Background: an optimization exercise with open tools, aiming at small area, a short achievable clock period and few clock cycles per item. Do not read the settings as production practice. Where RTL was checked, it was by simulation tests only, not by an equivalence proof against the original. No functional check of the RTL was part of runs 7 to 9. Power is estimated from default activity; no workload was simulated.

--- flow/config.mk ---
export PLATFORM = sky130hd
export DESIGN_NAME = SME
export DESIGN_NICKNAME = SME
export VERILOG_FILES = /design/flow/design.v
export SDC_FILE = /design/flow/constraint.sdc
export NUM_CORES = 4
export LEC_CHECK = 0
export CAP_MARGIN = 20
export CORE_MARGIN = 2
export CORE_UTILIZATION = 40
export SETUP_SLACK_MARGIN = 4.2
export SLEW_MARGIN = 20
--- flow/run.sh ---
#!/bin/bash
# synth_recipe.tcl (not shown) runs the flow's synth.tcl, then flattens the netlist and writes it again
# the make line also repeats each setting of config.mk as NAME=value (left out here)
make -C /OpenROAD-flow-scripts/flow DESIGN_CONFIG=/design/flow/config.mk WORK_HOME=/design/flow/orfs CLKGATE_MAP_FILE= SYNTH_SCRIPT=/design/flow/synth_recipe.tcl finish
--- flow/constraint.sdc ---
create_clock -name core_clock -period 7.0 [get_ports {clk}]
set_input_delay 1.4000 -clock core_clock [delete_from_list [all_inputs] [get_ports {clk}]]
set_output_delay 1.4000 -clock core_clock [all_outputs]
set_load 0.01 [all_outputs]
--- flow/design.v ---
module SME(clk,reset,chardata,isstring,ispattern,valid,match,match_index);
input clk;
input reset;
input [7:0] chardata;
input isstring;
input ispattern;
output reg match;
output reg [4:0] match_index;
output reg valid;
reg  [6:0]  s [0:31];
reg  [31:0] v;
reg  [31:0] D;
reg  [4:0]  q;
reg  [4:0]  NX;       
reg  [3:0]  Hgt;      
reg  [3:0]  Heq;      
reg  [7:0]  Lge;      
reg         isstring_R, ispattern_R, pwc;
wire [6:0] c         = chardata[6:0];
wire       newstring = isstring & ~isstring_R;
wire       isdot     = (c == 7'h2E);
wire       isdollar  = (c == 7'h24);
wire       iscaret   = (c == 7'h5E);
wire       init      = ~ispattern_R | pwc;    
wire       pstart    = ispattern & ~ispattern_R;
wire [4:0] xa = q;
wire [4:0] xb = q - 5'd1;
wire [31:0] first, sp, M, Dn, G;
genvar g;
generate
for (g = 0; g < 32; g = g + 1) begin : pos
	localparam integer N = (g + 1) % 32;
	assign first[g] = (q == (g + 31) % 32);
	assign sp[g]    = ~s[g][6] & ~|s[g][4:0];
	assign M[g]     = v[g] & (isdot | (s[g] == c));
	assign G[g]     = Hgt[g / 8] | (Heq[g / 8] & Lge[g % 8]);
	assign Dn[g]    = isdollar ? (D[g] & (~v[N] | sp[N] | first[N]))
	                           : (M[N] & (init ? (~pwc | first[N] | sp[g]) : (D[g] & ~first[N])));
end
endgenerate
wire [31:0] hi = D & G;
reg  [4:0]  pe_hi, pe_all;
integer i;
always @* begin
	pe_hi = 5'd0;
	pe_all = 5'd0;
	for (i = 31; i >= 0; i = i - 1) begin
		if (hi[i]) pe_hi = i;
		if (D[i])  pe_all = i;
	end
end
wire [4:0] idx_hi  = pe_hi + NX;
wire [4:0] idx_all = pe_all + NX;
always @(posedge clk) begin
	for (i = 0; i < 31; i = i + 1)
		s[i] <= s[i+1];
	s[31] <= isstring ? c : s[0];
	v <= {isstring | v[0], v[31:1] & {31{~newstring}}};
	q <= newstring ? 5'd30 : q - 5'd1;
	if (pstart) begin
		NX <= iscaret ? -xb : -xa;
		for (i = 0; i < 4; i = i + 1) begin
			Hgt[i] <= iscaret ? (i > xb[4:3]) : (i > xa[4:3]);
			Heq[i] <= iscaret ? (i == xb[4:3]) : (i == xa[4:3]);
		end
		for (i = 0; i < 8; i = i + 1)
			Lge[i] <= iscaret ? (i >= xb[2:0]) : (i >= xa[2:0]);
	end
	pwc <= ispattern & iscaret;
	isstring_R <= isstring;
	ispattern_R <= ispattern;
	D <= Dn;
	match <= |D;
	match_index <= (|hi) ? idx_hi : idx_all;
	valid <= ~reset & ispattern_R & ~ispattern;
end
endmodule
==> run notes, run 1 <==
Worst-path clk slew=60 ps; post-DR vias/cell=5.503; Most used DFF post-synth=dfxtp_1; Detail Placement HPWL=22,830 um; Ys Warns=2; core box area=32,620 um^2; vias=10,190; required time worst endpoint=7400 ps; Setup CP Type=flip-flop to flip-flop; I/O Buffers=17; Routed WL=34,670 um; I/O Pins=19; Clock Sinks=321; syn_area_per_cell=9.875 um^2; Min Hold Slack=354.0 ps; DR WL/cell=18.72 um; largest family of logic cells by synthesized area=simple AND/OR/NAND/NOR gates; worst endpoint data arrival time=3640 ps; post-synthesis simple-gate area fraction=17.06%; Peak supply drop=0.1513 mV; worst slew pin tran=1022 ps; initial DRC count=752; top-count cell post-synth=dfxtp_1; Initial Utilization=40.69%; Hold Path Depth=0; fin crit share=46.31%; unrepaired setup endpoints after global routing=yes; Critical Path Max Stage Delay=550 ps; worst hold start=s[23][5]; max-slew violations=0; Die Ht=186.2 um; clock skew=16.24 ps; Synth-to-Final Area Change=17.87%; H-Tree Depth=2; multiplexer share of the synthesized area=0.6694%; leakage power=0.005862 uW; antenna-violating nets left=0; die width=186.2 um; Buf/Inv on CP=1; Netlist cell types=72; largest net degree at the start of global routing=37; vias in the first global route=10,100; DRC Markers=0; area share of fa/ha/maj cells after synthesis=1.659%; critical path depth=13; placer congestion estimate=0.8365; minimum clock period=3242 ps; CP max-delay cell=or4_4; Synth Register Bits=321; fin area=15,640 um^2; Seq pwr share=47.2%; dpl cell area=13,840 um^2; initial antenna violation count=0; Startpoint Class=flip-flop; Nets=1,415; Non-Filler Instances=1,852; post-synth top area share=45.71%; sw power=1167 uW; xor/xnor share of the synthesized area=15.51%; Hold WC Path Type=flip-flop to flip-flop; synthesized area=13,270 um^2; CP top delay family=simple AND/OR/NAND/NOR gates; layout cell share with drive strength beyond 1=13.05%; Int Power=3329 uW; total clock buffers created by CTS=34; total track usage=20.23%; Compound-Gate Fraction of Synth Area=11.93%; total negative setup slack=0 ps; clk buf depth=3; Comb pwr share=12.0%; Hold Fails Final Rpt=0; Fillers=2,992; Core Util, Final=47.96%; total global routing overflow=0; leading area contributor after synthesis=dfxtp_1; clock share of power=40.9%; max_cap viols=0; Commonest cells post-synth=dfxtp_1, xnor2_1, nand3_1; fmax=308.5 MHz; crit path max fanout=4; critical-path cell list=buf_6, a22o_1, nand2_1, nand4_1, or4_4, nand2b_4, o311ai_4, ha_2, fa_2, a21o_1, a21oi_2, xor2_1, xnor2_1; drt first pass iters=7; R2R cell count=13; fraction of registers with async set/reset=0%; root buf cell=clkbuf_16; sw frac=25.96%; Post-synth EDFFs=18; crit path capture type=flip-flop; Sequential Area=6609 um^2; # setup viols final=0; DP Cell Count=1,739; sequential area share after synthesis=49.78%; Synth area leaders=dfxtp_1, xnor2_1, xor2_1; Slew Limit Headroom=31.71%; syn nets=1,373; hold bufs inserted after CTS=0; wire length of the first global-routing pass=55,420 um; Reg-to-Reg Start=Lge[1]; die area=34,650 um^2; Power Dens Cells=287.5 nW/um^2; CTS tree=done; insertion delay to the later sink of the worst-skew pair=510 ps; # diodes=0; CP Launch Point=Lge[1]; multi-input combinational cell area=6461 um^2; Post-Synthesis Cells=1,344; status=complete, no violations; Row Count=66
## worst reg2reg max path, stage by stage (launching register included)
cell and delay, ps:
edfxtp_1 500, buf_6 170, a22o_1 210, nand2_1 80, nand4_1 150, or4_4 550
nand2b_4 190, o311ai_4 330, ha_2 270, fa_2 210, a21o_1 130, a21oi_2 60
xor2_1 160, xnor2_1 120
## kinds of logic after synthesis
family / Yosys count
buffers and inverters: 96
xor gates and xnor gates: 235
DFF: 321
AOI/OAI and AO/OA: 233
adders and majority gates: 17
and+or+nand+nor: 434
muxes: 8
## registers in the layout, summed over array words and instances, names as in the netlist
name	cells
NX	5
D	32
s	224
Heq	4
q	5
v	32
match_index	5
pwc	1
match	1
Hgt	2
ispattern_R	1
valid	1
isstring_R	1
Lge	7
## per-stage QoR
stage / worst slack, ps / power (uW)
detailed placement: 2836 / 2650
floorplan: 4102 / 2500
CTS: 3768 / 4519
global route: 3692 / 4675
global placement: 2922 / 2643
finish: 3758 / 4496
## final cells by class
cell class / instances / share of cell area, %
clock buffer: 51 / 6.975
inverter: 18 / 0.4319
timing repair buffer: 84 / 4.959
multi-input combinational: 927 / 41.31
sequential: 321 / 42.25
tap: 442 / 3.535
clock inverter: 9 / 0.5439
## layer usage
layer	up-vias	track usage, %	routed length (um)
met5	-	0	0
met4	0	6.772	1020
met3	67	3.271	1657
met2	289	32.37	15700
met1	4962	27.87	16300
li1	4873	-	-
## layout by cell type, fill, tap and decap left out, types with 22 or more instances in the layout
| master | netlist | final |
|---|---|---|
| dfxtp_1 | 303 | 301 |
| xnor2_1 | 129 | 129 |
| nand3_1 | 112 | 112 |
| xor2_1 | 106 | 106 |
| nand2_1 | 80 | 80 |
| nor4_1 | 68 | 68 |
| a21oi_1 | 57 | 55 |
| nor2_1 | 54 | 53 |
| buf_4 | 1 | 52 |
| clkbuf_16 | 0 | 40 |
| and2_1 | 36 | 36 |
| o21ai_1 | 13 | 31 |
| nand4_1 | 30 | 30 |
| o21ai_0 | 43 | 22 |
## power by group through the flow
stage | Sequential, uW | Clock (uW) | Combinational, uW
floorplan | 2100 | 0 | 401
global placement | 2160 | 0 | 478
detailed placement | 2160 | 0 | 486
CTS | 2120 | 1870 | 526
global route | 2140 | 1950 | 589
finish | 2120 | 1840 | 537
## repair_timing
item / in CTS / in global routing
gates cloned: 1 / 1
setup buffers: 48 / 3
endpoints found under the hold margin: 0 / 0
pin swaps: 19 / 12
setup endpoints to repair: 56 / 29
resized for setup: 24 / 22
## path summary, 6_finish.rpt
path                     to  slack [ps]
max          match_index[4]        3760
min                s[22][5]         350
max reg2reg  match_index[4]        3760
min reg2reg        s[22][5]         350
Testbench counts, summed over its fixed seeds: cycles 12,684, queries 1,536.
==> run 2, diff against run 1 <==
--- a/flow/config.mk
+++ b/flow/config.mk
@@ -10,3 +10,5 @@
 export CORE_UTILIZATION = 40
+export CTS_BUF_LIST = sky130_fd_sc_hd__clkbuf_4 sky130_fd_sc_hd__clkbuf_8
 export SETUP_SLACK_MARGIN = 4.2
 export SLEW_MARGIN = 20
+export TNS_END_PERCENT = 5
==> run 2 against run 1 <==
Global-route usage is essentially flat. Combinational power decreased by 2%. Non-clock buffer count shrank 10. First-iteration DRC count increased by 11%. Sequential cell count unchanged. Clock skew up 8.2 ps. Final cell count grew 0.92%. Critical path depth rose by 4. Register-to-register slack improved by 80 ps. Largest cell class unchanged. Highest routed layer unchanged.
==> run notes, run 2 <==
fin area=15,220 um^2; syn_area_per_cell=9.875 um^2; Fillers=3,061; Commonest cells post-synth=dfxtp_1, xnor2_1, nand3_1; Startpoint Class=flip-flop; Synth area leaders=dfxtp_1, xnor2_1, xor2_1; Hold Fails Final Rpt=0; Compound-Gate Fraction of Synth Area=11.93%; xor/xnor share of the synthesized area=15.51%; Post-synth EDFFs=18; DRC Markers=0; Synth Register Bits=321; commonest cells after routing, fill and taps aside=dfxtp_1, xnor2_1, nand3_1; total negative setup slack=0 ps; R2R cell count=17; synthesized area=13,270 um^2; dpl cell area=13,750 um^2; Hold Path Depth=0; status=complete, no violations; Die Ht=186.2 um; I/O Buffers=17; post-synthesis simple-gate area fraction=17.06%; sequential area share after synthesis=49.78%; crit path max fanout=7; worst endpoint data arrival time=3660 ps; layout cell share with drive strength beyond 1=13.38%; Most used DFF post-synth=dfxtp_1; Slew Limit Headroom=31.84%; Routed WL=34,630 um; total clock buffers created by CTS=52; initial antenna violation count=0; most common cell after layout, fill and taps aside=dfxtp_1; Netlist cell types=72; Power Dens Cells=282.0 nW/um^2; fin crit share=45.10%; leakage power=0.005715 uW; Synth-to-Final Area Change=14.65%; total power=4290 uW; Setup CP Type=flip-flop to flip-flop; Initial Utilization=40.69%; Worst-path clk slew=70 ps; wire length of the first global-routing pass=55,310 um; largest reg by FF count=s; placer congestion estimate=0.8387; Clock Sinks=321; total global routing overflow=0; top flop regs=s (224), D (32), v (32); H-Tree Depth=2; fraction of registers with async set/reset=0%; minimum clock period=3157 ps; multiplexer share of the synthesized area=0.6694%; required time worst endpoint=7510 ps; total track usage=20.21%; area share of fa/ha/maj cells after synthesis=1.659%; die width=186.2 um; Row Count=66; Ys Warns=2; CTS tree=done; antenna-violating nets left=0; max-slew violations=0; top-count cell post-synth=dfxtp_1; root buf cell=clkbuf_8; core box area=32,620 um^2; syn nets=1,373; DR WL/cell=18.53 um; fmax=316.7 MHz; vias in the first global route=10,140; leading area contributor after synthesis=dfxtp_1; post-DR vias/cell=5.463; Min Hold Slack=360.6 ps; # setup viols final=0; fin worst setup slack=3843 ps; vias=10,210; largest family of logic cells by synthesized area=simple AND/OR/NAND/NOR gates; max_cap viols=0; number of flip-flops in the largest register=224; Peak supply drop=0.1400 mV; crit path capture type=flip-flop; Nets=1,423; Post-Synthesis Cells=1,344; unrepaired setup endpoints after global routing=yes; I/O Pins=19; # diodes=0; clock skew=24.46 ps; Detail Placement HPWL=22,380 um; die area=34,650 um^2; drt first pass iters=5; largest net degree at the start of global routing=37; initial DRC count=832; worst slew pin tran=1021 ps; insertion delay to the later sink of the worst-skew pair=580 ps; pre-CTS setup slack=3375 ps; Hold WC Path Type=flip-flop to flip-flop; post-synth top area share=45.71%; clk buf depth=3
==> run 2: where the power goes <==
group          internal, uW  switching, uW
clock                   930            715
sequential             1980            138
combinational           214            309
==> run 2: path summary, 6_finish.rpt <==
kind	from	to	slack, ps
max	Lge[0]	match_index[4]	3840
min	s[12][5]	s[11][5]	360
max reg2reg	Lge[0]	match_index[4]	3840
min reg2reg	s[12][5]	s[11][5]	360
==> run 2: stage by stage <==
step | util (%) | instances
after floorplan | - | 1344
after global placement | 42.15 | 1740
after detailed placement | 42.15 | 1740
after CTS | 46.43 | 1866
after global routing | 46.65 | 1869
final | 46.65 | 1869
==> run 2: routing by layer <==
metal / track usage [%] / routed length [um]
met1: 27.57 / 16430
met2: 32.77 / 15600
met4: 7.087 / 1030
met3: 2.940 / 1579
met5: 0 / 0
==> run 2: area by class of cell <==
cell class	instances	area (um^2)	area share (%)
clock buffers	84	1037	6.817
multi-input cells	927	6315	41.50
inverters	18	67.56	0.4440
flip-flops and latches	321	6611	43.45
repair buffers	74	604.3	3.972
clock inverters	3	27.53	0.1809
well taps	442	553.0	3.635
==> run 2: timing repair <==
action	4_1_cts	5_1_grt
buffers inserted	39	3
endpoints found under the setup margin	54	57
pin swaps	19	3
hold buffers	0	0
gates resized for setup	9	19
==> run 2: kinds of logic after synthesis <==
group,count (synthesis)
flops,321
fa+ha+maj,17
compound gates,233
simple gates,434
buf+inv,96
xor+xnor,235
mux,8
==> run 2: critical path, stage by stage, from the launching register on <==
cell      delay, ps
edfxtp_1        540
a22o_1          180
nand2_1          70
buf_4           140
buf_4           130
buf_4           120
buf_4           120
buf_4           120
buf_4           120
buf_4           120
o21ai_0          90
a21o_1          140
o22ai_1         160
fa_2            390
a21o_1          200
a21oi_2         130
xor2_1          200
xnor2_1         130
==> run 3, diff against run 2 <==
--- a/flow/config.mk
+++ b/flow/config.mk
@@ -9,6 +9,5 @@
 export CORE_MARGIN = 2
-export CORE_UTILIZATION = 40
+export CORE_UTILIZATION = 55
 export CTS_BUF_LIST = sky130_fd_sc_hd__clkbuf_4 sky130_fd_sc_hd__clkbuf_8
-export SETUP_SLACK_MARGIN = 4.2
+export SETUP_SLACK_MARGIN = 4.6
 export SLEW_MARGIN = 20
-export TNS_END_PERCENT = 5
==> run 3 against run 2 <==
Global-route usage increased by 8.7 points. Area after synthesis unchanged. Sequential share of layout area decreased by 3.1 points. Worst hold slack got worse by 5.4 ps. Sequential power about the same. Clock power increased by 7%. Sequential cell count unchanged. Die area decreased by 27%. Critical endpoint unchanged.
==> run notes, run 3 <==
post-synth top area share=45.71%; Row Count=56; Ys Warns=2; fraction of registers with async set/reset=0%; status=complete, no violations; insertion delay to the later sink of the worst-skew pair=600 ps; M1 GR Usage=41.43%; M3 GR Usage=5.184%; total track usage=28.96%; Die Ht=159.3 um; Startpoint Class=flip-flop; fmax=316.0 MHz; Most used DFF post-synth=dfxtp_1; total clock buffers created by CTS=51; syn nets=1,373; core box area=23,610 um^2; Power Dens Cells=275.8 nW/um^2; H-Tree Depth=2; Synth-to-Final Area Change=23.45%; minimum clock period=3164 ps; Commonest cells post-synth=dfxtp_1, xnor2_1, nand3_1; Initial Utilization=56.20%; commonest cells after routing, fill and taps aside=dfxtp_1, xnor2_1, nand3_1; GR peak layer=met2; post-DR vias/cell=5.887; Post-Synthesis Cells=1,344; fin crit share=45.20%; placer congestion estimate=0.8754; wire length of the first global-routing pass=58,040 um; largest reg by FF count=s; die width=159.3 um; Setup CP Type=flip-flop to flip-flop; Netlist cell types=72; fin worst setup slack=3836 ps; Fillers=1,882; worst hold start=s[27][5]; DRC Markers=0; # setup viols final=0; clk buf depth=3; total global routing overflow=0; sequential area share after synthesis=49.78%; Post-synth EDFFs=18; Slew Limit Headroom=32.36%; pre-CTS setup slack=2693 ps; top-count cell post-synth=dfxtp_1; vias=10,580; CTS tree=done; top flop regs=s (224), D (32), v (32); Hold WC Path Type=flip-flop to flip-flop; Reg-to-Reg Start=Lge[1]; Core Util, Final=69.38%; initial antenna violation count=0; clock skew=49.18 ps; Synth area leaders=dfxtp_1, xnor2_1, xor2_1; Nets=1,466; unrepaired setup endpoints after global routing=yes; Detail Placement HPWL=22,710 um; leakage power=0.006184 uW; RR Endpoint=match_index[4]; DR WL/cell=21.59 um; total negative setup slack=0 ps; Synth Register Bits=321; synthesized area=13,270 um^2; R2R Setup Slk=3840 ps; worst slew pin tran=1007 ps; largest net degree at the start of global routing=37; crit path max fanout=5; vias in the first global route=10,110; root buf cell=clkbuf_8; Hold Path End=s[26][5]; Min Hold Slack=355.2 ps; leading area contributor after synthesis=dfxtp_1; die area=25,390 um^2; I/O Pins=19; worst endpoint data arrival time=3600 ps; Routed WL=38,830 um; max_cap viols=0; drt first pass iters=5; number of flip-flops in the largest register=224; Peak supply drop=0.2410 mV; # diodes=0; crit path capture type=flip-flop; Clock Sinks=321; Hold Path Depth=0; syn_area_per_cell=9.875 um^2; max-slew violations=0; R2R cell count=13; met2 GRT Util=44.17%; I/O Buffers=17; antenna-violating nets left=0; layout cell share with drive strength beyond 1=21.37%; required time worst endpoint=7440 ps; most common cell after layout, fill and taps aside=dfxtp_1; Worst-path clk slew=60 ps; Hold Fails Final Rpt=0; initial DRC count=967
run 3: cell types whose count changed in the layout (fill, tap and decap cells not counted), sizes merged:
cell           change
bufbuf             +2
clkbuf             +5
clkdlybuf4s50      -7
clkinv             +4
inv                -1
nor2               +1
buf               +46
bufinv             +2
run 3: power by group:
| part | total [uW] | switching [uW] | internal [uW] |
|---|---|---|---|
| Clock | 1770 | 745 | 1030 |
| Sequential | 2130 | 147 | 1980 |
| Combinational | 614 | 347 | 267 |
| Total | 4520 | 1240 | 3280 |
run 3: final cells by class:
cell class | count | area [um^2] | share of cell area [%]
clock inverters | 8 | 103.9 | 0.6339
multi-input cells | 928 | 6852 | 41.82
well taps | 319 | 399.1 | 2.436
flip-flops and latches | 321 | 6614 | 40.37
clock buffers | 87 | 1060 | 6.469
repair buffers | 117 | 1287 | 7.859
inverters | 18 | 67.56 | 0.4124
run 3: critical path, cell delays in order, from the launching register on:
cell	delay, ps
edfxtp_1	500
buf_6	170
a21o_4	210
a22oi_4	190
nand2_2	80
or4_4	420
nand2b_4	190
o311ai_4	310
ha_2	270
fa_2	210
a21o_1	140
a21oi_2	60
xor2_1	150
xnor2_1	130
run 3: worst max-delay path by stage:
stage	startpoint	endpoint	slack, ps	cells after the start
floorplan	chardata[6]	D[8]	4100	7
global placement	chardata[3]	D[29]	2410	8
detailed placement	chardata[3]	Hgt[3]	2690	8
CTS	Lge[1]	match_index[4]	3830	13
global route	Hgt[2]	match_index[4]	3740	12
finish	Lge[1]	match_index[4]	3840	13
run 3: per-layer routing:
metal / vias to the layer above / part of all wire [%] / routed length [um]
li1: 4996 / - / -
met1: 5142 / 46 / 17880
met2: 361 / 44 / 17270
met3: 85 / 6.9 / 2668
met4: 0 / 2.6 / 1012
met5: - / 0 / 0
run 3: timing repair:
action / in CTS / in global routing
gates resized for setup: 94 / 56
buffers inserted: 33 / 46
cloned: 6 / 3
pin swaps: 50 / 41
endpoints found under the setup margin: 81 / 57
hold buffers: 0 / 0
run 3: logic make-up (layout without fill, tap and decap cells):
logic type,Yosys count,in the layout,synth area share (%)
and+or+nand+nor,434,435,17.06
AOI/OAI and AO/OA,233,233,11.93
DFF,321,321,49.78
muxes,8,8,0.6694
buffers and inverters,96,230,3.394
xor gates and xnor gates,235,235,15.51
adders and majority gates,17,17,1.659
run 3: stage by stage:
step	instance area, um^2	instances	power (uW)
2_1_floorplan	13620	1344	2516
3_3_place_gp	13750	1615	2659
3_5_place_dp	13750	1615	2666
5_1_grt	16380	1798	4686
4_1_cts	15600	1749	4468
6_report	16380	1798	4519
==> run 4, diff against run 3 <==
--- a/flow/config.mk
+++ b/flow/config.mk
@@ -7,5 +7,6 @@
 export LEC_CHECK = 0
+export ABC_CLOCK_PERIOD_IN_PS = 3000
 export CAP_MARGIN = 20
 export CORE_MARGIN = 2
-export CORE_UTILIZATION = 55
+export CORE_UTILIZATION = 40
 export CTS_BUF_LIST = sky130_fd_sc_hd__clkbuf_4 sky130_fd_sc_hd__clkbuf_8
@@ -13 +14,2 @@
 export SLEW_MARGIN = 20
+export TNS_END_PERCENT = 5
==> run 4 against run 3 <==
Global-route usage is 7.7 points lower. First-iteration DRC count is 8.7% lower. Synthesized cell count stayed put. Via count is 1.7% lower. Maximum frequency is 0.20% lower. Area after synthesis stayed put. Final cell count is 4.8% higher. Combinational power is 9.1% lower. Largest cell class is now registers. Critical path type unchanged.
==> run notes, run 4 <==
leading area contributor after synthesis=dfxtp_1; total negative setup slack=0 ps; Die Ht=186.2 um; vias=10,400; Hold WC Path Type=flip-flop to flip-flop; Hold Path Depth=0; Reg-to-Reg Start=Lge[1]; antenna-violating nets left=0; crit path capture type=flip-flop; total global routing overflow=0; number of flip-flops in the largest register=224; # setup viols final=0; Power Dens Cells=279.0 nW/um^2; Netlist cell types=72; R2R cell count=13; DP Cell Count=1,739; die width=186.2 um; synthesized area=13,270 um^2; Row Count=66; post-synthesis simple-gate area fraction=17.06%; Clock Sinks=321; multi-input combinational cell area=6351 um^2; Worst-path clk slew=70 ps; max-slew violations=0; pre-CTS setup slack=2977 ps; insertion delay to the later sink of the worst-skew pair=610 ps; post-synth top area share=45.71%; Nets=1,436; Hold Path End=s[12][5]; clk buf depth=3; drt first pass iters=5; Sequential Area=6611 um^2; largest family of logic cells by synthesized area=simple AND/OR/NAND/NOR gates; H-Tree Depth=2; R2R Setup Slk=3830 ps; required time worst endpoint=7490 ps; initial DRC count=883; worst hold start=s[13][5]; crit path max fanout=3; RR Endpoint=match_index[4]; syn_area_per_cell=9.875 um^2; fin worst setup slack=3829 ps; clock skew=40.81 ps; most common cell after layout, fill and taps aside=dfxtp_1; Setup CP Type=flip-flop to flip-flop; DR WL/cell=20.26 um; Synth Register Bits=321; Compound-Gate Fraction of Synth Area=11.93%; Post-synth EDFFs=18; Hold Fails Final Rpt=0; total track usage=21.24%; worst slew pin tran=1101 ps; largest reg by FF count=s; max_cap viols=0; Non-Filler Instances=1,885; Ys Warns=2; status=complete, no violations; Routed WL=38,190 um; Startpoint Class=flip-flop; Detail Placement HPWL=22,550 um; leakage power=0.005940 uW; commonest cells after routing, fill and taps aside=dfxtp_1, xnor2_1, nand3_1; largest net degree at the start of global routing=37; Commonest cells post-synth=dfxtp_1, xnor2_1, nand3_1; Slew Limit Headroom=26.47%; multiplexer share of the synthesized area=0.6694%; syn nets=1,373; core box area=32,620 um^2; top-count cell post-synth=dfxtp_1; die area=34,650 um^2; Peak supply drop=0.1311 mV; layout cell share with drive strength beyond 1=14.49%; area share of fa/ha/maj cells after synthesis=1.659%; fraction of registers with async set/reset=0%; Most used DFF post-synth=dfxtp_1; minimum clock period=3171 ps; CTS tree=done; sequential area share after synthesis=49.78%; total power=4371 uW; post-DR vias/cell=5.517; I/O Pins=19; Initial Utilization=40.69%; wire length of the first global-routing pass=56,880 um; total clock buffers created by CTS=52; worst endpoint data arrival time=3660 ps; fin crit share=45.29%; initial antenna violation count=1; fmax=315.4 MHz; unrepaired setup endpoints after global routing=yes; Synth area leaders=dfxtp_1, xnor2_1, xor2_1; Post-Synthesis Cells=1,344; placer congestion estimate=0.8470; top flop regs=s (224), D (32), v (32); vias in the first global route=10,140; xor/xnor share of the synthesized area=15.51%; root buf cell=clkbuf_8; hold bufs inserted after CTS=0; DRC Markers=0; I/O Buffers=17; Synth-to-Final Area Change=18.04%; Fillers=3,008
run 4: changes by cell type in the layout (fill, tap and decap cells not counted), sizes merged:
cell	change
buf	-40
clkbuf	-8
clkdlybuf4s50	+7
clkinv	+4
bufbuf	+1
clkinvlp	-1
diode	+1
inv	+1
nor2	-1
run 4: worst max path at each step:
stage	from	to	slack, ps
floorplan	chardata[6]	D[10]	4090
global placement	chardata[1]	Hgt[3]	2990
finish	Lge[1]	match_index[4]	3830
CTS	Lge[1]	match_index[4]	3780
detailed placement	chardata[1]	Hgt[3]	2980
global route	Lge[1]	match_index[4]	3730
run 4: final cells by class:
cell class	count	share of cell area [%]
Sequential cell	321	42.20
Multi-Input combinational cell	927	40.54
Timing Repair Buffer	87	6.373
Clock buffer	77	6.006
Tap cell	442	3.530
Clock inverter	12	0.9025
Inverter	18	0.4313
Antenna cell	1	0.01597
run 4: cells by family (layout without fill, tap and decap cells):
kind of cell / after synthesis / count (layout)
other cells: 0 / 1
mux: 8 / 8
buf+inv: 96 / 194
fa+ha+maj: 17 / 17
simple gates: 434 / 434
flops: 321 / 321
xor+xnor: 235 / 235
compound gates: 233 / 233
run 4: metrics by stage:
step | hold slack [ps] | utilization, % | area, um^2
CTS | 347.2 | 46.97 | 15320
finish | 349.1 | 48.03 | 15670
floorplan | 348.7 | - | 13380
global placement | 354.5 | 42.16 | 13750
detailed placement | 353.8 | 42.16 | 13750
global route | 363.5 | 48.02 | 15660
run 4: power breakdown:
group	switching (uW)	leakage [uW]	internal [uW]
Sequential	145	0.00269	1980
Clock	746	0.000579	938
Combinational	321	0.00267	238
Total	1210	0.00594	3160
run 4: metal layers:
layer / GRT usage (%) / up-vias / part of all wire, %
met2: 33.89 / 387 / 46
li1: - / 4929 / -
met1: 28.33 / 4990 / 44
met5: 0 / - / 0.045
met4: 9.102 / 2 / 3.6
met3: 3.836 / 92 / 6.4
run 4: critical path, cell delays in order, from the launching register on:
cell and delay [ps]:
edfxtp_1 510, buf_6 180, a21o_1 160, a22o_1 210, a21o_1 150, a221o_1 330
o21ai_2 190, o311ai_4 150, ha_2 230, fa_2 360, a21o_1 200, a21oi_2 130
xor2_1 200, xnor2_1 90
run 4: what timing repair did:
action / in CTS / in global routing
gates cloned: 3 / 5
gates resized for setup: 27 / 30
endpoints found under the setup margin: 63 / 58
setup buffers: 33 / 15
pin swaps: 16 / 10
==> run 5, diff against run 4 <==
--- a/flow/config.mk
+++ b/flow/config.mk
@@ -7,3 +7,2 @@
 export LEC_CHECK = 0
-export ABC_CLOCK_PERIOD_IN_PS = 3000
 export CAP_MARGIN = 20
==> run 5 against run 4 <==
Non-clock buffer count unchanged. Worst hold slack stayed put. Still clean. Sequential cell count stayed put. Sequential power about the same. Maximum frequency did not move. Largest cell class unchanged. Via count is the same.
==> run notes, run 5 <==
layout cell share with drive strength beyond 1=14.49%; crit path max fanout=3; sequential area share after synthesis=49.78%; end of the critical path=match_index[4]; Startpoint Class=flip-flop; leakage power=0.005940 uW; Peak supply drop=0.1311 mV; unrepaired setup endpoints after global routing=yes; CP Launch Point=Lge[1]; largest reg by FF count=s; top-count cell post-synth=dfxtp_1; post-DR vias/cell=5.517; required time worst endpoint=7490 ps; root buf cell=clkbuf_8; max-slew violations=0; Row Count=66; initial antenna violation count=1; Fillers=3,008; total negative setup slack=0 ps; vias in the first global route=10,140; vias=10,400; clock skew=40.81 ps; total track usage=21.24%; status=complete, no violations; worst slew pin tran=1101 ps; # setup viols final=0; Nets=1,436; Setup CP Type=flip-flop to flip-flop; Commonest cells post-synth=dfxtp_1, xnor2_1, nand3_1; I/O Pins=19; RR Endpoint=match_index[4]; total global routing overflow=0; synthesized area=13,270 um^2; Die Ht=186.2 um; syn_area_per_cell=9.875 um^2; clk buf depth=3; Clock Sinks=321; Most used DFF post-synth=dfxtp_1; fmax=315.4 MHz; commonest cells after routing, fill and taps aside=dfxtp_1, xnor2_1, nand3_1; Core Util, Final=48.03%; DR WL/cell=20.26 um; H-Tree Depth=2; largest net degree at the start of global routing=37; DRC Markers=0; fraction of registers with async set/reset=0%; fin crit share=45.29%; drt first pass iters=5; Synth Register Bits=321; Synth-to-Final Area Change=18.04%; Reg-to-Reg Start=Lge[1]; max_cap viols=0; post-synth top area share=45.71%; Routed WL=38,190 um; Detail Placement HPWL=22,550 um; Power Dens Cells=279.0 nW/um^2; insertion delay to the later sink of the worst-skew pair=610 ps; R2R Setup Slk=3830 ps; antenna-violating nets left=0; CTS tree=done; critical-path cell list=buf_6, a21o_1, a22o_1, a21o_1, a221o_1, o21ai_2, o311ai_4, ha_2, fa_2, a21o_1, a21oi_2, xor2_1, xnor2_1; die width=186.2 um; most common cell after layout, fill and taps aside=dfxtp_1; total clock buffers created by CTS=52; Critical Path Max Stage Delay=510 ps; Post-Synthesis Cells=1,344; number of flip-flops in the largest register=224; minimum clock period=3171 ps; die area=34,650 um^2; I/O Buffers=17; placer congestion estimate=0.8470; CP max-delay cell=edfxtp_1; Hold Fails Final Rpt=0; Synth area leaders=dfxtp_1, xnor2_1, xor2_1; Hold WC Path Type=flip-flop to flip-flop; crit path capture type=flip-flop; CP most frequent cell=a21o_1; Ys Warns=2; initial DRC count=883; wire length of the first global-routing pass=56,880 um; R2R cell count=13; Initial Utilization=40.69%; Post-synth EDFFs=18; Slew Limit Headroom=26.47%; top flop regs=s (224), D (32), v (32); core box area=32,620 um^2; Netlist cell types=72; syn nets=1,373; Worst-path clk slew=70 ps; leading area contributor after synthesis=dfxtp_1; worst endpoint data arrival time=3660 ps
[run 5: cell counts in the layout (fill, tap and decap cells not counted)]
No cell type changed its count.
[run 5: final cells by class]
cell class | instances | area [um^2] | area share [%]
Antenna cell | 1 | 2.502 | 0.01597
Clock buffer | 77 | 940.9 | 6.006
Clock inverter | 12 | 141.4 | 0.9025
Inverter | 18 | 67.56 | 0.4313
Multi-Input combinational cell | 927 | 6351 | 40.54
Sequential cell | 321 | 6611 | 42.20
Tap cell | 442 | 553.0 | 3.530
Timing Repair Buffer | 87 | 998.5 | 6.373
[run 5: critical path: cells and delay by family, from the launching register on]
| family | cells | cell delay [ps] |
|---|---|---|
| buffers and inverters | 1 | 180 |
| xor gates and xnor gates | 2 | 290 |
| AOI/OAI and AO/OA | 8 | 1520 |
| adders and majority gates | 2 | 590 |
| DFF | 1 | 510 |
[run 5: logic make-up after synthesis]
logic type | synth area share [%]
simple gates | 17.06
flops | 49.78
xor+xnor | 15.51
compound gates | 11.93
buf+inv | 3.394
fa+ha+maj | 1.659
mux | 0.6694
[run 5: how the worst min path moves through the flow]
stage	startpoint	to	cells after the start
floorplan	s[11][5]	s[10][5]	0
global placement	s[9][5]	s[8][5]	0
detailed placement	s[6][5]	s[5][5]	0
CTS	s[13][5]	s[12][5]	0
global route	s[13][5]	s[12][5]	0
finish	s[13][5]	s[12][5]	0
[run 5: stage by stage]
stage / worst slack [ps] / area, um^2 / power, uW / hold slack, ps / instances
after floorplan: 4089 / 13380 / 2495 / 348.7 / 1344
after global placement: 2993 / 13750 / 2642 / 354.5 / 1739
after detailed placement: 2977 / 13750 / 2650 / 353.8 / 1739
after CTS: 3777 / 15320 / 4368 / 347.2 / 1864
after global routing: 3733 / 15660 / 4536 / 363.5 / 1884
final: 3829 / 15670 / 4371 / 349.1 / 1885
[run 5: power by group]
group | internal, uW | switching [uW] | total [uW]
clock | 938 | 746 | 1680
sequential | 1980 | 145 | 2130
combinational | 238 | 321 | 558
[run 5: per-layer routing]
metal  global-route usage (%)  share of wire (%)  vias to the layer above
li1                         -                  -                     4929
met1                    28.33                 44                     4990
met2                    33.89                 46                      387
met3                    3.836                6.4                       92
met4                    9.102                3.6                        2
met5                        0              0.045                        -
[run 5: repair_timing]
action	4_1_cts	5_1_grt
hold buffers	0	0
buffers inserted	33	15
endpoints found under the setup margin	63	58
cloned	3	5
pin swaps	16	10
gates resized for setup	27	30
==> run 6, diff against run 5 <==
--- a/flow/config.mk
+++ b/flow/config.mk
@@ -7,2 +7,3 @@
 export LEC_CHECK = 0
+export ABC_CLOCK_PERIOD_IN_PS = 1500
 export CAP_MARGIN = 20
==> run 6 against run 5 <==
Largest cell class unchanged. Clock power hardly changed. Die area stayed put. Register-to-register slack hardly changed. Global-route usage stayed put. Clock skew stayed put. Critical path depth stayed put. First-iteration DRC count stayed put. Power stayed put. Routed wire length stayed put. Critical endpoint unchanged. Largest power group unchanged. Sequential share of layout area stayed put.
==> run notes, run 6 <==
status=complete, no violations; Non-Filler Instances=1,885; initial antenna violation count=1; Ys Warns=2; max_cap viols=0; Post-Synthesis Cells=1,344; H-Tree Depth=2; I/O Pins=19; Hold WC Path Type=flip-flop to flip-flop; leading area contributor after synthesis=dfxtp_1; DRC Markers=0; die area=34,650 um^2; Seq pwr share=48.7%; top-count cell post-synth=dfxtp_1; vias=10,400; hold bufs inserted after CTS=0; post-synth top area share=45.71%; clock share of power=38.5%; crit path capture type=flip-flop; largest reg by FF count=s; Synth area leaders=dfxtp_1, xnor2_1, xor2_1; Hold Path End=s[12][5]; Initial Utilization=40.69%; fraction of registers with async set/reset=0%; post-DR vias/cell=5.517; Most used DFF post-synth=dfxtp_1; Clock Sinks=321; syn_area_per_cell=9.875 um^2; total clock buffers created by CTS=52; minimum clock period=3171 ps; R2R cell count=13; DP Cell Count=1,739; sw power=1212 uW; Synth-to-Final Area Change=18.04%; wire length of the first global-routing pass=56,880 um; Hold Fails Final Rpt=0; total global routing overflow=0; number of flip-flops in the largest register=224; Detail Placement HPWL=22,550 um; Power Dens Cells=279.0 nW/um^2; # setup viols final=0; Commonest cells post-synth=dfxtp_1, xnor2_1, nand3_1; total negative setup slack=0 ps; leakage power=0.005940 uW; worst hold start=s[13][5]; fin crit share=45.29%; largest net degree at the start of global routing=37; Post-synth EDFFs=18; Worst-path clk slew=70 ps; top flop regs=s (224), D (32), v (32); worst slew pin tran=1101 ps; core box area=32,620 um^2; CP most frequent cell=a21o_1; Die Ht=186.2 um; CP max-delay cell=edfxtp_1; Startpoint Class=flip-flop; clk buf depth=3; sequential area share after synthesis=49.78%; commonest cells after routing, fill and taps aside=dfxtp_1, xnor2_1, nand3_1; insertion delay to the later sink of the worst-skew pair=610 ps; CTS tree=done; Row Count=66; Critical Path Max Stage Delay=510 ps; Synth Register Bits=321; Reg-to-Reg Start=Lge[1]; most common cell after layout, fill and taps aside=dfxtp_1; Nets=1,436; Hold Path Depth=0; Routed WL=38,190 um; critical-path cell list=buf_6, a21o_1, a22o_1, a21o_1, a221o_1, o21ai_2, o311ai_4, ha_2, fa_2, a21o_1, a21oi_2, xor2_1, xnor2_1; antenna-violating nets left=0; R2R Setup Slk=3830 ps; Int Power=3159 uW; Peak supply drop=0.1311 mV; Netlist cell types=72; sw frac=27.72%; layout cell share with drive strength beyond 1=14.49%; Slew Limit Headroom=26.47%; clock skew=40.81 ps; required time worst endpoint=7490 ps; placer congestion estimate=0.8470; root buf cell=clkbuf_8; unrepaired setup endpoints after global routing=yes; DR WL/cell=20.26 um; RR Endpoint=match_index[4]; synthesized area=13,270 um^2; total track usage=21.24%; crit path max fanout=3; vias in the first global route=10,140; max-slew violations=0; fmax=315.4 MHz; worst endpoint data arrival time=3660 ps; Comb pwr share=12.8%; die width=186.2 um; syn nets=1,373; CP Launch Point=Lge[1]; initial DRC count=883; Setup CP Type=flip-flop to flip-flop; I/O Buffers=17; drt first pass iters=5
## run 6: cell counts in the layout (fill, tap and decap cells not counted)
No cell type changed its count.
## run 6: power groups by stage
stage	Clock (uW)	Sequential (uW)	Combinational (uW)
CTS	1710	2130	532
global route	1790	2140	606
global placement	0	2170	476
detailed placement	0	2160	485
floorplan	0	2100	396
finish	1680	2130	558
## run 6: logic make-up (layout without fill, tap and decap cells)
| group | after synthesis | after routing | share of synthesized area, % |
|---|---|---|---|
| adder cells (fa/ha/maj) | 17 | 17 | 1.659 |
| multiplexers | 8 | 8 | 0.6694 |
| XOR/XNOR | 235 | 235 | 15.51 |
| buffers and inverters | 96 | 194 | 3.394 |
| AO/OA/AOI/OAI | 233 | 233 | 11.93 |
| other | 0 | 1 | 0 |
| flip-flops | 321 | 321 | 49.78 |
| AND/OR/NAND/NOR | 434 | 434 | 17.06 |
## run 6: repair_timing
item | CTS | global route
pin swaps | 16 | 10
endpoints found under the setup margin | 63 | 58
setup buffers | 33 | 15
gates cloned | 3 | 5
gates resized for setup | 27 | 30
## run 6: through the flow
stage / hold WS, ps / utilization (%) / cell area [um^2] / power, uW / setup slack (ps)
finish: 349.1 / 48.03 / 15670 / 4371 / 3829
global route: 363.5 / 48.02 / 15660 / 4536 / 3733
CTS: 347.2 / 46.97 / 15320 / 4368 / 3777
detailed placement: 353.8 / 42.16 / 13750 / 2650 / 2977
global placement: 354.5 / 42.16 / 13750 / 2642 / 2993
floorplan: 348.7 / - / 13380 / 2495 / 4089
## run 6: critical path: cells and delay by family (launching register included)
family                   cells  cell delay (ps)
AO/OA/AOI/OAI                8             1520
adder cells (fa/ha/maj)      2              590
flip-flops                   1              510
XOR/XNOR                     2              290
buffers and inverters        1              180
## run 6: worst max path at each step
stage,slack [ps],to,cells after the start
floorplan,4090,D[10],7
global placement,2990,Hgt[3],8
detailed placement,2980,Hgt[3],8
CTS,3780,match_index[4],13
global route,3730,match_index[4],13
finish,3830,match_index[4],13
## run 6: area by class of cell
class,instances,area (um^2)
diodes,1,2.502
well taps,442,553.0
repair buffers,87,998.5
multi-input cells,927,6351
clock inverters,12,141.4
fillers,3008,16950
flip-flops and latches,321,6611
clock buffers,77,940.9
inverters,18,67.56
## run 6: routing by layer
metal  share of wire (%)  vias up  GRT usage (%)
met5               0.045        -              0
met4                 3.6        2          9.102
met3                 6.4       92          3.836
met2                  46      387          33.89
met1                  44     4990          28.33
li1                    -     4929              -
==> run 7, diff against run 6 <==
--- a/flow/design.v
+++ b/flow/design.v
@@ -17,10 +17,8 @@
 reg  [7:0]  Lge;      
-reg         isstring_R, ispattern_R, pwc;
-wire [6:0] c         = chardata[6:0];
+reg         isstring_R, pwc;
+reg  [6:0]  c;
+reg         pat, pat_R, isdot, isdollar, iscaret;
 wire       newstring = isstring & ~isstring_R;
-wire       isdot     = (c == 7'h2E);
-wire       isdollar  = (c == 7'h24);
-wire       iscaret   = (c == 7'h5E);
-wire       init      = ~ispattern_R | pwc;    
-wire       pstart    = ispattern & ~ispattern_R;
+wire       init      = ~pat_R | pwc;    
+wire       pstart    = pat & ~pat_R;
 wire [4:0] xa = q;
@@ -56,3 +54,3 @@
 		s[i] <= s[i+1];
-	s[31] <= isstring ? c : s[0];
+	s[31] <= isstring ? chardata[6:0] : s[0];
 	v <= {isstring | v[0], v[31:1] & {31{~newstring}}};
@@ -68,5 +66,10 @@
 	end
-	pwc <= ispattern & iscaret;
+	pwc <= pat & iscaret;
 	isstring_R <= isstring;
-	ispattern_R <= ispattern;
+	c <= chardata[6:0];
+	isdot <= (chardata[6:0] == 7'h2E);
+	isdollar <= (chardata[6:0] == 7'h24);
+	iscaret <= (chardata[6:0] == 7'h5E);
+	pat <= ispattern;
+	pat_R <= pat & ~reset;
 	D <= Dn;
@@ -74,3 +77,3 @@
 	match_index <= (|hi) ? idx_hi : idx_all;
-	valid <= ~reset & ispattern_R & ~ispattern;
+	valid <= ~reset & pat_R & ~pat;
 end
--- a/flow/config.mk
+++ b/flow/config.mk
@@ -7,3 +7,2 @@
 export LEC_CHECK = 0
-export ABC_CLOCK_PERIOD_IN_PS = 1500
 export CAP_MARGIN = 20
==> run 7 against run 6 <==
Still clean on timing, DRC and antenna. Sequential cell count is 11 higher. Register-to-register slack better by 150 ps. Synthesized cell count is 1.1% higher. Maximum frequency is 4.8% higher. Worst hold slack better by 6.1 ps. Die area is 1.7% higher. Critical path depth stayed put. Count of clock-buffer cells in the layout is 7 higher. Non-clock buffer count is 40 lower. Clock skew is 10 ps lower. Power is 4.0% higher. Final area is 2.1% lower. Largest cell class unchanged. Largest power group unchanged.
==> run notes, run 7 <==
Slew Limit Headroom=39.51%; I/O Buffers=17; H-Tree Depth=2; # setup viols final=0; Routed WL=34,410 um; initial antenna violation count=0; CP most frequent cell=xnor2_2; worst endpoint data arrival time=3520 ps; Fillers=3,175; max_cap viols=0; sequential area share after synthesis=50.57%; placer congestion estimate=0.8684; Nets=1,411; Detail Placement HPWL=22,960 um; # diodes=0; antenna-violating nets left=0; total negative setup slack=0 ps; Most used DFF post-synth=dfxtp_1; Power Dens Cells=296.6 nW/um^2; Netlist cell types=72; DRC Markers=0; total power=4547 uW; post-DR vias/cell=5.318; crit path max fanout=11; Core Util, Final=45.95%; commonest cells after routing, fill and taps aside=dfxtp_1, nand3_1, xor2_1; Setup CP Type=flip-flop to flip-flop; Critical Path Max Stage Delay=460 ps; R2R Setup Slk=3980 ps; top flop regs=s (224), D (32), v (32); CP max-delay cell=edfxtp_1; Post-synth EDFFs=18; status=complete, no violations; Initial Utilization=40.46%; Commonest cells post-synth=dfxtp_1, nand3_1, xor2_1; Buf/Inv on CP=1; layout cell share with drive strength beyond 1=12.30%; vias in the first global route=10,080; Row Count=67; die width=187.7 um; drt first pass iters=5; syn_area_per_cell=9.933 um^2; insertion delay to the later sink of the worst-skew pair=610 ps; Hold WC Path Type=flip-flop to flip-flop; clk buf depth=3; worst slew pin tran=906.1 ps; core box area=33,360 um^2; total clock buffers created by CTS=52; required time worst endpoint=7500 ps; crit path capture type=flip-flop; clock skew=30.74 ps; number of flip-flops in the largest register=224; fraction of registers with async set/reset=0%; CP top delay family=compound AO/OA/AOI/OAI gates; critical-path cell list=buf_12, o21a_1, o22a_1, or2_0, or3_4, nor2_4, a311o_1, ha_2, fa_2, a21o_1, a21oi_2, xnor2_2, xnor2_2; initial DRC count=698; max-slew violations=0; DP Cell Count=1,754; vias=9,950; syn nets=1,388; total global routing overflow=0; fmax=330.6 MHz; Die Ht=187.7 um; fin area=15,330 um^2; Non-Filler Instances=1,871; total track usage=19.62%; Worst-path clk slew=60 ps; Synth-to-Final Area Change=13.57%; I/O Pins=19; leakage power=0.005744 uW; Startpoint Class=flip-flop; DR WL/cell=18.39 um; hold bufs inserted after CTS=0; post-synth top area share=46.57%; Peak supply drop=0.1522 mV; dpl cell area=13,940 um^2; Synth Register Bits=332; die area=35,230 um^2; largest reg by FF count=s; root buf cell=clkbuf_8; Hold Fails Final Rpt=0; fin crit share=43.21%; wire length of the first global-routing pass=55,340 um; most common cell after layout, fill and taps aside=dfxtp_1; Synth area leaders=dfxtp_1, xor2_1, xnor2_1; Ys Warns=2; Post-Synthesis Cells=1,359; unrepaired setup endpoints after global routing=yes; top-count cell post-synth=dfxtp_1; minimum clock period=3025 ps; CTS tree=done; leading area contributor after synthesis=dfxtp_1; Clock Sinks=332; synthesized area=13,500 um^2; largest net degree at the start of global routing=37
[run 7: cells by family (layout without fill, tap and decap cells)]
logic type	count (synthesis)	count (layout)	synth area share (%)
AO/OA/AOI/OAI	217	217	11.47
XOR/XNOR	236	236	15.37
adder cells (fa/ha/maj)	17	17	1.631
buffers and inverters	99	163	3.337
flip-flops	332	332	50.57
multiplexers	8	8	0.6581
AND/OR/NAND/NOR	450	450	16.96
[run 7: final cells by class]
type	instances	area [um^2]	share of cell area [%]
Sequential cell	332	6848	44.67
Tap cell	448	560.5	3.656
Inverter	21	78.83	0.5142
Multi-Input combinational cell	928	6291	41.03
Clock buffer	84	1006	6.562
Timing Repair Buffer	47	404.1	2.636
Clock inverter	11	142.6	0.9304
[run 7: timing repair]
item | in CTS | in global routing
buffers inserted | 20 | 2
pin swaps | 5 | 6
endpoints found under the setup margin | 16 | 27
hold endpoints to repair | 0 | 0
gates resized for setup | 8 | 7
[run 7: where the power goes]
part	switching (uW)	internal, uW
clock network	748	1020
logic	318	239
registers	161	2060
[run 7: through the flow]
stage | hold WS, ps | setup slack (ps)
after floorplan | 348.7 | 4307
after global placement | 353.5 | 3801
after detailed placement | 356.7 | 3747
after CTS | 359.8 | 3922
after global routing | 350.7 | 3856
final | 355.1 | 3975
[run 7: routing by layer]
| layer | share of wire, % | vias up | track usage, % |
|---|---|---|---|
| met5 | 0 | - | 0 |
| met4 | 2.9 | 0 | 7.632 |
| met3 | 4.9 | 74 | 3.444 |
| met2 | 47 | 251 | 32.52 |
| met1 | 46 | 4772 | 25.46 |
| li1 | - | 4853 | - |
[run 7: worst paths after layout]
kind,cells past startpoint,from,endpoint
worst max-delay path,13,Hgt[2],match_index[4]
worst min-delay path,0,s[13][5],s[12][5]
worst max register to register,13,Hgt[2],match_index[4]
worst min register to register,0,s[13][5],s[12][5]
==> run 8, diff against run 7 <==
--- a/flow/design.v
+++ b/flow/design.v
@@ -17,8 +17,10 @@
 reg  [7:0]  Lge;      
-reg         isstring_R, pwc;
-reg  [6:0]  c;
-reg         pat, pat_R, isdot, isdollar, iscaret;
+reg         isstring_R, ispattern_R, pwc;
+wire [6:0] c         = chardata[6:0];
 wire       newstring = isstring & ~isstring_R;
-wire       init      = ~pat_R | pwc;    
-wire       pstart    = pat & ~pat_R;
+wire       isdot     = (c == 7'h2E);
+wire       isdollar  = (c == 7'h24);
+wire       iscaret   = (c == 7'h5E);
+wire       init      = ~ispattern_R | pwc;    
+wire       pstart    = ispattern & ~ispattern_R;
 wire [4:0] xa = q;
@@ -39,14 +41,34 @@
 wire [31:0] hi = D & G;
-reg  [4:0]  pe_hi, pe_all;
+function [5:0] pe32;    
+	input [31:0] x;
+	reg [15:0] a1; reg [15:0] i1;           
+	reg [7:0]  a2; reg [15:0] i2;           
+	reg [3:0]  a3; reg [11:0] i3;           
+	reg [1:0]  a4; reg [7:0]  i4;
+	integer k;
+	begin
+		for (k = 0; k < 16; k = k + 1) begin
+			a1[k] = x[2*k] | x[2*k+1];
+			i1[k] = ~x[2*k];
+		end
+		for (k = 0; k < 8; k = k + 1) begin
+			a2[k] = a1[2*k] | a1[2*k+1];
+			i2[2*k +: 2] = a1[2*k] ? {1'b0, i1[2*k]} : {1'b1, i1[2*k+1]};
+		end
+		for (k = 0; k < 4; k = k + 1) begin
+			a3[k] = a2[2*k] | a2[2*k+1];
+			i3[3*k +: 3] = a2[2*k] ? {1'b0, i2[4*k +: 2]} : {1'b1, i2[4*k+2 +: 2]};
+		end
+		for (k = 0; k < 2; k = k + 1) begin
+			a4[k] = a3[2*k] | a3[2*k+1];
+			i4[4*k +: 4] = a3[2*k] ? {1'b0, i3[6*k +: 3]} : {1'b1, i3[6*k+3 +: 3]};
+		end
+		pe32 = {a4[0] | a4[1], a4[0] ? {1'b0, i4[3:0]} : {1'b1, i4[7:4]}};
+	end
+endfunction
+wire [5:0] pH = pe32(hi);
+wire [5:0] pA = pe32(D);
+wire [4:0] idx_hi  = pH[4:0] + NX;
+wire [4:0] idx_all = pA[4:0] + NX;
 integer i;
-always @* begin
-	pe_hi = 5'd0;
-	pe_all = 5'd0;
-	for (i = 31; i >= 0; i = i - 1) begin
-		if (hi[i]) pe_hi = i;
-		if (D[i])  pe_all = i;
-	end
-end
-wire [4:0] idx_hi  = pe_hi + NX;
-wire [4:0] idx_all = pe_all + NX;
 always @(posedge clk) begin
@@ -54,3 +76,3 @@
 		s[i] <= s[i+1];
-	s[31] <= isstring ? chardata[6:0] : s[0];
+	s[31] <= isstring ? c : s[0];
 	v <= {isstring | v[0], v[31:1] & {31{~newstring}}};
@@ -66,14 +88,9 @@
 	end
-	pwc <= pat & iscaret;
+	pwc <= ispattern & iscaret;
 	isstring_R <= isstring;
-	c <= chardata[6:0];
-	isdot <= (chardata[6:0] == 7'h2E);
-	isdollar <= (chardata[6:0] == 7'h24);
-	iscaret <= (chardata[6:0] == 7'h5E);
-	pat <= ispattern;
-	pat_R <= pat & ~reset;
+	ispattern_R <= ispattern;
 	D <= Dn;
-	match <= |D;
-	match_index <= (|hi) ? idx_hi : idx_all;
-	valid <= ~reset & pat_R & ~pat;
+	match <= pA[5];
+	match_index <= pH[5] ? idx_hi : idx_all;
+	valid <= ~reset & ispattern_R & ~ispattern;
 end
==> run 8 against run 7 <==
Maximum frequency down 13%. Via count down 0.53%. Non-clock buffer count up 14. Count of clock-buffer cells in the layout down 5. Largest power group unchanged. Clock power down 4%. Sequential power down 4%. Still clean on timing, DRC and antenna. Synthesized cell count down 3.6%. Final area down 1.7%. Sequential cell count down 11. Die area down 3.5%. Highest routed layer unchanged. Sequential share of layout area down 0.82 points. Largest cell class unchanged. Critical path type unchanged. Global-route usage up 1.6 points.
==> run notes, run 8 <==
status=complete, no violations; post-synth top area share=46.60%; leading area contributor after synthesis=dfxtp_1; vias=9,897; syn_area_per_cell=9.936 um^2; max-slew violations=0; top flop regs=s (224), D (32), v (32); Synth-to-Final Area Change=15.75%; I/O Pins=19; fin worst setup slack=3538 ps; Critical Path Max Stage Delay=520 ps; total negative setup slack=0 ps; clk buf depth=3; Peak supply drop=0.1368 mV; Worst-path clk slew=60 ps; Synth Register Bits=321; total track usage=21.19%; antenna-violating nets left=0; insertion delay to the later sink of the worst-skew pair=590 ps; placer congestion estimate=0.8563; Non-Filler Instances=1,831; minimum clock period=3462 ps; syn nets=1,339; Die Ht=184.4 um; Synth area leaders=dfxtp_1, xor2_1, xnor2_1; initial DRC count=831; sequential area share after synthesis=50.75%; Nets=1,380; unrepaired setup endpoints after global routing=yes; fraction of registers with async set/reset=0%; Startpoint Class=flip-flop; synthesized area=13,020 um^2; worst slew pin tran=1064 ps; Hold Fails Final Rpt=0; worst endpoint data arrival time=3910 ps; root buf cell=clkbuf_8; critical-path cell list=a22o_1, a22oi_2, or4b_4, or4b_4, a31oi_1, nor3_1, ha_2, fa_2, a21o_1, a21oi_2, xor2_1, xnor2_1; Routed WL=35,730 um; fmax=288.9 MHz; fin area=15,070 um^2; crit path capture type=flip-flop; Ys Warns=2; Row Count=66; DRC Markers=0; CTS tree=done; H-Tree Depth=2; Commonest cells post-synth=dfxtp_1, xor2_1, xnor2_1; drt first pass iters=5; Most used DFF post-synth=dfxtp_1; core box area=32,290 um^2; max_cap viols=0; largest reg by FF count=s; vias in the first global route=9,795; Post-Synthesis Cells=1,310; # setup viols final=0; initial antenna violation count=0; required time worst endpoint=7450 ps; number of flip-flops in the largest register=224; Fillers=2,982; pre-CTS setup slack=2972 ps; DP Cell Count=1,709; most common cell after layout, fill and taps aside=dfxtp_1; Buf/Inv on CP=0; commonest cells after routing, fill and taps aside=dfxtp_1, xor2_1, xnor2_1; Netlist cell types=63; fin crit share=49.46%; CP most frequent cell=or4b_4; largest net degree at the start of global routing=37; leakage power=0.005600 uW; total clock buffers created by CTS=52; clock skew=24.39 ps; total global routing overflow=0; Power Dens Cells=290.6 nW/um^2; DR WL/cell=19.51 um; top-count cell post-synth=dfxtp_1; Slew Limit Headroom=29.00%; Hold WC Path Type=flip-flop to flip-flop; die area=34,000 um^2; Setup CP Type=flip-flop to flip-flop; post-DR vias/cell=5.405; crit path max fanout=6; Detail Placement HPWL=22,210 um; CP max-delay cell=edfxtp_1; Post-synth EDFFs=18; die width=184.4 um; # diodes=0; layout cell share with drive strength beyond 1=12.67%; Clock Sinks=321; dpl cell area=13,530 um^2; I/O Buffers=17; wire length of the first global-routing pass=55,970 um; Initial Utilization=40.31%; CP top delay family=simple AND/OR/NAND/NOR gates
## run 8: cell count changes after synthesis, sizes merged, moves of 6 or more
cell,delta
inv,-6
buf,-8
o31ai,-30
o21ai,+16
dfxtp,-11
nand3,-42
nor2,-15
a31oi,+17
nor3,+14
a32o,+11
## run 8: final timing paths
kind	slack, ps	cells after the start	startpoint	end
setup / recovery	3540	12	Lge[4]	match_index[4]
hold / removal	350	0	s[18][5]	s[17][5]
setup reg to reg	3540	12	Lge[4]	match_index[4]
hold reg to reg	350	0	s[18][5]	s[17][5]
## run 8: area by class of cell
type	count	area [um^2]	area share, %
well taps	442	553.0	3.671
multi-input cells	900	6162	40.90
repair buffers	61	569.3	3.779
clock buffers	79	1012	6.719
flip-flops and latches	321	6606	43.85
inverters	15	56.30	0.3737
clock inverters	13	106.4	0.7059
## run 8: kinds of logic (layout without fill, tap and decap cells)
logic type                 Yosys count  count (layout)  synth area share (%)
DFF                                321             321                 50.75
and+or+nand+nor                    412             412                 16.22
AOI/OAI and AO/OA                  229             229                 12.09
xor gates and xnor gates           235             235                 15.81
adders and majority gates           17              17                 1.692
muxes                                7               7                0.6056
buffers and inverters               89             168                 2.826
## run 8: what timing repair did
action	in CTS	in global routing
resized for setup	19	10
pin swaps	6	4
gates cloned	2	0
buffers inserted	22	6
setup endpoints to repair	63	57
hold buffers	0	0
## run 8: through the flow
| stage | hold slack (ps) | power [uW] | utilization [%] |
|---|---|---|---|
| floorplan | 348.7 | 2502 | - |
| global placement | 354.5 | 2664 | 41.89 |
| detailed placement | 356.4 | 2671 | 41.89 |
| CTS | 348.9 | 4401 | 46.35 |
| global route | 345.1 | 4562 | 46.66 |
| finish | 350.2 | 4378 | 46.66 |
## run 8: routing by layer
layer | GRT usage (%) | vias to the layer above | wire length, um | share of wire [%]
li1 | - | 4753 | - | -
met1 | 29.38 | 4786 | 16700 | 47
met2 | 33.44 | 282 | 16190 | 45
met3 | 3.280 | 76 | 1749 | 4.9
met4 | 7.616 | 0 | 1088 | 3.0
met5 | 0 | - | 0 | 0
## run 8: power by group
| part | switching, uW | leakage (uW) | internal (uW) |
|---|---|---|---|
| combinational | 318 | 0.00232 | 229 |
| clock | 741 | 0.000587 | 960 |
| sequential | 144 | 0.00269 | 1990 |
| total | 1200 | 0.00560 | 3180 |
==> run 9, diff against run 8 <==
--- a/flow/design.v
+++ b/flow/design.v
@@ -1,2 +1,3 @@
 module SME(clk,reset,chardata,isstring,ispattern,valid,match,match_index);
+integer i;
 input clk;
@@ -13,3 +14,4 @@
 reg  [4:0]  q;
-reg  [4:0]  NX;       
+reg  [1:0]  Xh;       
+reg  [2:0]  Xl;       
 reg  [3:0]  Hgt;      
@@ -27,2 +29,16 @@
 wire [4:0] xb = q - 5'd1;
+function [15:0] xtab;    
+	input [4:0] x;
+	integer k;
+	begin
+		for (k = 0; k < 4; k = k + 1) begin
+			xtab[k] = (k > x[4:3]);
+			xtab[4 + k] = (k == x[4:3]);
+		end
+		for (k = 0; k < 8; k = k + 1) begin
+			xtab[8 + k] = (k >= x[2:0]);
+		end
+	end
+endfunction
+wire [15:0] tab_a = xtab(xa), tab_b = xtab(xb);
 wire [31:0] first, sp, M, Dn, G;
@@ -70,5 +86,9 @@
 wire [5:0] pA = pe32(D);
-wire [4:0] idx_hi  = pH[4:0] + NX;
-wire [4:0] idx_all = pA[4:0] + NX;
-integer i;
+wire [4:0] J  = pH[5] ? pH[4:0] : pA[4:0];
+reg  [23:0] LT;       
+always @* for (i = 0; i < 8; i = i + 1) LT[3*i +: 3] = i - Xl;
+wire [2:0] lo = LT[3*J[2:0] +: 3];
+wire       br = ~Lge[J[2:0]];
+wire [1:0] h0 = J[4:3] - Xh;
+wire [1:0] h1 = J[4:3] - Xh - 2'd1;
 always @(posedge clk) begin
@@ -80,9 +100,5 @@
 	if (pstart) begin
-		NX <= iscaret ? -xb : -xa;
-		for (i = 0; i < 4; i = i + 1) begin
-			Hgt[i] <= iscaret ? (i > xb[4:3]) : (i > xa[4:3]);
-			Heq[i] <= iscaret ? (i == xb[4:3]) : (i == xa[4:3]);
-		end
-		for (i = 0; i < 8; i = i + 1)
-			Lge[i] <= iscaret ? (i >= xb[2:0]) : (i >= xa[2:0]);
+		Xh <= iscaret ? xb[4:3] : xa[4:3];
+		Xl <= iscaret ? xb[2:0] : xa[2:0];
+		{Lge, Heq, Hgt} <= iscaret ? tab_b : tab_a;
 	end
@@ -93,3 +109,3 @@
 	match <= pA[5];
-	match_index <= pH[5] ? idx_hi : idx_all;
+	match_index <= {br ? h1 : h0, lo};
 	valid <= ~reset & ispattern_R & ~ispattern;
==> run 9 against run 8 <==
Via count increased by 2.7%. Worst hold slack improved by 11 ps. Critical path type unchanged. Global-route usage is 0.090 points lower. Die area up 0.31%. Still clean.
==> run notes, run 9 <==
initial antenna violation count=0; syn nets=1,354; root buf cell=clkbuf_8; I/O Pins=19; Min Hold Slack=361.5 ps; Post-Synthesis Cells=1,334; largest net degree at the start of global routing=37; Ys Warns=2; fraction of registers with async set/reset=0%; Sequential Area=6616 um^2; layout cell share with drive strength beyond 1=13.18%; top-count cell post-synth=dfxtp_1; Hold Path End=s[23][5]; wire length of the first global-routing pass=56,350 um; most common cell after layout, fill and taps aside=dfxtp_1; xor/xnor share of the synthesized area=15.96%; crit path capture type=flip-flop; total global routing overflow=0; hold bufs inserted after CTS=0; Power Dens Cells=283.6 nW/um^2; Clock Sinks=321; Synth area leaders=dfxtp_1, xnor2_1, xor2_1; Die Ht=184.7 um; commonest cells after routing, fill and taps aside=dfxtp_1, xnor2_1, nand3_1; Routed WL=35,440 um; Initial Utilization=40.34%; antenna-violating nets left=0; area share of fa/ha/maj cells after synthesis=0.7666%; Synth-to-Final Area Change=17.28%; Commonest cells post-synth=dfxtp_1, xnor2_1, nand3_1; post-DR vias/cell=5.486; total negative setup slack=0 ps; minimum clock period=3204 ps; clock skew=29.06 ps; M3 GR Usage=3.754%; max-slew violations=0; Detail Placement HPWL=22,020 um; GR peak layer=met2; crit path max fanout=2; # diodes=0; Netlist cell types=62; number of flip-flops in the largest register=224; unrepaired setup endpoints after global routing=yes; Synth Register Bits=321; vias in the first global route=10,150; sequential area share after synthesis=50.59%; insertion delay to the later sink of the worst-skew pair=590 ps; max_cap viols=0; Hold Path Depth=0; Fillers=3,007; worst endpoint data arrival time=3700 ps; fmax=312.1 MHz; Compound-Gate Fraction of Synth Area=11.47%; initial DRC count=753; top flop regs=s (224), D (32), v (32); clk buf depth=3; synthesized area=13,060 um^2; met2 GRT Util=33.83%; DP Cell Count=1,733; RR Endpoint=match_index[4]; status=complete, no violations; die width=184.7 um; leakage power=0.005652 uW; largest reg by FF count=s; core box area=32,370 um^2; Hold Fails Final Rpt=0; Slew Limit Headroom=24.89%; fin crit share=45.77%; leading area contributor after synthesis=dfxtp_1; Post-synth EDFFs=18; Worst-path clk slew=60 ps; total track usage=21.10%; # setup viols final=0; required time worst endpoint=7490 ps; Hold WC Path Type=flip-flop to flip-flop; H-Tree Depth=2; Setup CP Type=flip-flop to flip-flop; drt first pass iters=5; Non-Filler Instances=1,853; total clock buffers created by CTS=52; Nets=1,396; syn_area_per_cell=9.788 um^2; Peak supply drop=0.1259 mV; I/O Buffers=17; worst hold start=s[24][5]; worst slew pin tran=1125 ps; die area=34,100 um^2; multiplexer share of the synthesized area=0.7570%; Row Count=66; vias=10,170; DRC Markers=0; M1 GR Usage=29.38%; Reg-to-Reg Start=D[19]; Most used DFF post-synth=dfxtp_1; DR WL/cell=19.13 um; placer congestion estimate=0.8701; R2R cell count=9; R2R Setup Slk=3800 ps; largest family of logic cells by synthesized area=simple AND/OR/NAND/NOR gates; CTS tree=done; post-synthesis simple-gate area fraction=17.78%; Startpoint Class=flip-flop; multi-input combinational cell area=6240 um^2; post-synth top area share=46.45%
==> run 9: cell types whose count changed after synthesis, moves of 16 or more <==
cell	before	now
a31oi_1	22	5
a41oi_1	31	1
buf_2	19	0
clkbuf_1	48	70
nand3_1	103	119
nand4_1	5	35
o2111ai_1	6	35
xnor2_1	104	140
xor2_1	131	98
==> run 9: per-layer routing <==
layer	vias to the layer above	routed length, um
met5	-	0
met4	0	572
met3	50	2046
met1	4960	16810
met2	311	16010
li1	4844	-
==> run 9: power breakdown <==
group / switching [uW] / internal, uW
sequential: 150 / 1980
combinational: 283 / 216
clock: 720 / 996
total: 1150 / 3190
==> run 9: cells by family after synthesis <==
logic type,count (synthesis)
xor+xnor,238
compound gates,221
buf+inv,91
fa+ha+maj,8
mux,9
flops,321
simple gates,446
==> run 9: worst max-delay path by stage <==
| stage | start | to | slack (ps) | cells past startpoint |
|---|---|---|---|---|
| 4_1_cts | D[19] | match_index[4] | 3730 | 9 |
| 6_report | D[19] | match_index[4] | 3800 | 9 |
| 3_5_place_dp | chardata[5] | D[5] | 3110 | 7 |
| 3_3_place_gp | chardata[5] | D[8] | 3100 | 7 |
| 2_1_floorplan | D[19] | match_index[4] | 3930 | 9 |
| 5_1_grt | D[19] | match_index[3] | 3730 | 9 |
==> run 9: cell type report <==
type | count | area share [%]
Timing Repair Buffer | 63 | 4.747
Multi-Input combinational cell | 922 | 40.75
Clock inverter | 6 | 0.6128
Inverter | 16 | 0.3922
Clock buffer | 83 | 6.684
Tap cell | 442 | 3.611
Sequential cell | 321 | 43.21
==> run 9: repair_timing <==
item	in CTS	in global routing
resized for setup	38	15
setup buffers	20	6
gates cloned	5	0
setup endpoints to repair	63	63
pin swaps	12	9
==> run 9: worst max-delay path: stages, from the launching register on <==
cell       delay, ps
dfxtp_4          360
or4_4            540
or4_4            430
or4_4            420
a211o_1          360
a211o_2          390
nand2_4           90
o2111ai_4        110
a221oi_2         280
xnor2_1          140
==> run 9: stage by stage <==
step | util, % | setup slack, ps | cell area [um^2] | total power [uW]
after floorplan | - | 3933 | 13160 | 2475
after global placement | 42.03 | 3104 | 13600 | 2615
after detailed placement | 42.03 | 3110 | 13600 | 2621
after CTS | 46.92 | 3733 | 15190 | 4357
after global routing | 47.31 | 3729 | 15310 | 4519
final | 47.31 | 3796 | 15310 | 4343

## separate check: timing with driven ports
The flow's constraints put no driver on any port. The routed layouts listed below were extracted and timed again, unchanged, in two steps. Step 1, drivers: a clkbuf_16 drives clk and a buf_2 each remaining input, both assumed. Step 2, shift: input delay + t, output delay - t, t = (earliest + latest rising clock arrival at the registers) / 2. This alone moves slack from input paths to output paths. a / b / c = no drivers / after step 1 / after step 2; a / b = the first two.
run	shift t [ns]	setup WS [ns]	worst setup path after step 2	cell pins on the clock port's net
run 1	0.553	3.758 / 3.758 / 3.753	input to register	1
run 2	0.611	3.843 / 3.843 / 3.348	input to register	1
run 3	0.617	3.836 / 3.836 / 3.836	register to register	1
run 4	0.627	3.829 / 3.829 / 3.681	input to register	1
run 5	0.627	3.829 / 3.829 / 3.681	input to register	1
run 6	0.627	3.829 / 3.829 / 3.681	input to register	1
run 7	0.646	3.975 / 3.975 / 3.975	register to register	1
run 8	0.623	3.538 / 3.538 / 3.385	input to register	1
run 9	0.615	3.796 / 3.796 / 3.419	input to register	1
After both steps setup and hold are still met in every run listed. The setup slack of run 2, which loses most, moves by 0.000 ns with the drivers and by -0.495 ns with both steps.
